What follows belongs to an exercise in optimizing a design on an open flow for small area; a production flow would make more cautious choices.
Only simulation tests tie the RTL to the original design; equivalence was not proved.
Power is estimated from default activity; no workload was simulated.

Setup of the previous run:
## Project_Sensor
module Project_Sensor(
    input           iClk,
    input           iRst,
    input           iSet,
    input   [4:0]   iMode,
    input           iFPGA_Btn_U,
    input           iFPGA_Btn_D,
    input           iFPGA_Btn_R,
    input           iFPGA_Btn_L,
    output  [3:0]   oFnd_Com,
    output  [7:0]   oFnd_Data,
    output  [3:0]   oLed_Alarm,
    output  [9:0]   oLed,
    input           iEcho,
    output          oTrig,
    input           iDHT_In,
    output          oDHT_Out,
    output          oDHT_En
    );
Size in the first run: about 14000 µm² of cells after synthesis.
Settings: LEC_CHECK=0, ABC_AREA=1, CAP_MARGIN=20, CORE_MARGIN=2, CORE_UTILIZATION=40, SLEW_MARGIN=20; clock period 14.0 ns.
standard.sh (not shown) runs the stock make flow with config.mk's settings and CLKGATE_MAP_FILE= SYNTH_SCRIPT=/design/flow/synth_recipe.tcl, a recipe that flattens the netlist after the stock synthesis.
==> flow/flow/run.sh <==
#!/bin/bash
# Layout flow: the standard ORFS flow (standard.sh) with three changes:
#  - synthesis maps logic with an area-oriented ABC script (flow/abc_area.script);
#    everything else in synthesis, including the registers, is the standard synthesis;
#  - ports are buffered with the smallest buffer (sky130_fd_sc_hd__buf_1);
#  - CTS uses small leaf buffers, larger sink clusters and no dummy loads.
# Each tool's output goes to the ORFS logs under orfs/logs; make's own output to flow_make.log.
set -euo pipefail
cd "$(dirname "$0")/.."
export BUFFER_PORTS_ARGS="-buffer_cell sky130_fd_sc_hd__buf_1"
W=$PWD

cat > "$W/flow_synth.tcl" <<EOT
proc abc {args} {
  set i [lsearch -exact \$args -script]
  if {\$i >= 0} { lset args [expr {\$i + 1}] {$W/flow/abc_area.script} }
  puts "abc with area script: \$args"
  yosys abc {*}\$args
}
source {$W/synth_recipe.tcl}
EOT

sed -E "s#SYNTH_SCRIPT=[^ ]+#SYNTH_SCRIPT=$W/flow_synth.tcl#" standard.sh > flow_standard.sh
grep -q "SYNTH_SCRIPT=$W/flow_synth.tcl" flow_standard.sh

CTS="-sink_clustering_enable -repair_clock_nets -dont_use_dummy_load -buf_list sky130_fd_sc_hd__clkbuf_8 -sink_clustering_size 12 -sink_clustering_max_diameter 60"
export CTS_ARGS="$CTS"
bash flow_standard.sh finish > "$W/flow_make.log" 2>&1
==> flow/flow/abc_area.script <==
strash
&get -n
&fraig -x
&deepsyn -T 60
&put
strash
&get -n
&dc2
&dch -f
&nf -R 1000
&put
strash
&get -n
&dc2
&dch -f
&nf -R 1000
&put
Input changes introduced in the current run (baseline for comparison: the previous run):
--- a/flow/flow/run.sh
+++ b/flow/flow/run.sh
@@ -1,5 +1,7 @@
 #!/bin/bash
-# Layout flow: the standard ORFS flow (standard.sh) with three changes:
-#  - synthesis maps logic with an area-oriented ABC script (flow/abc_area.script);
-#    everything else in synthesis, including the registers, is the standard synthesis;
+# Layout flow: the standard ORFS flow (standard.sh) with these changes:
+#  - synthesis maps logic with an area-oriented ABC script (flow/abc_area.script), and
+#    leaves adders to ABC instead of mapping them to half/full-adder cells first
+#    (ADDER_MAP_FILE empty); everything else in synthesis, including the registers,
+#    is the standard synthesis;
 #  - ports are buffered with the smallest buffer (sky130_fd_sc_hd__buf_1);
@@ -25,4 +27,4 @@
 
-CTS="-sink_clustering_enable -repair_clock_nets -dont_use_dummy_load -buf_list sky130_fd_sc_hd__clkbuf_8 -sink_clustering_size 12 -sink_clustering_max_diameter 60"
+CTS="-sink_clustering_enable -repair_clock_nets -dont_use_dummy_load -buf_list sky130_fd_sc_hd__clkbuf_8 -sink_clustering_size 16 -sink_clustering_max_diameter 60"
 export CTS_ARGS="$CTS"
-bash flow_standard.sh finish > "$W/flow_make.log" 2>&1
+bash flow_standard.sh finish ADDER_MAP_FILE= > "$W/flow_make.log" 2>&1
[summary]
Final core utilization essentially unchanged between the previous run and the current run.
Diff the previous run -> the current run: sum of routed wire segments on met1 decreased 2.4%; first-pass GRT wire length decreased 7.9%; leakage dissipation lost 0.85 nW; critical path depth climbed 2.

[port drivers added, routing unchanged]
In the flow no input, the clock included, has a driving cell. The finished layouts below were timed again as built, in two steps. Step 1, drivers: a clkbuf_16 drives iClk and a buf_2 each remaining input, both assumed. Step 2 also shifts input and output timing later by t, the mid clock arrival at the registers, as if the neighbouring blocks saw the same clock. Three values: ideal ports, drivers, drivers and shift; two values: the first two.
run | t, ns | setup slack, ns | worst register clock-pin slew, ns | worst data-port slew with drivers (ns)
the previous run | 0.626 | 1.953 / 1.929 / 1.929 | 0.08 / 0.08 | 0.04
the current run | 0.591 | 1.422 / 1.393 / 1.393 | 0.10 / 0.10 | 0.06
After both steps every run listed still meets setup and hold. The setup slack of the current run, which loses most, moves by -0.029 ns with the drivers and by -0.029 ns with both steps.
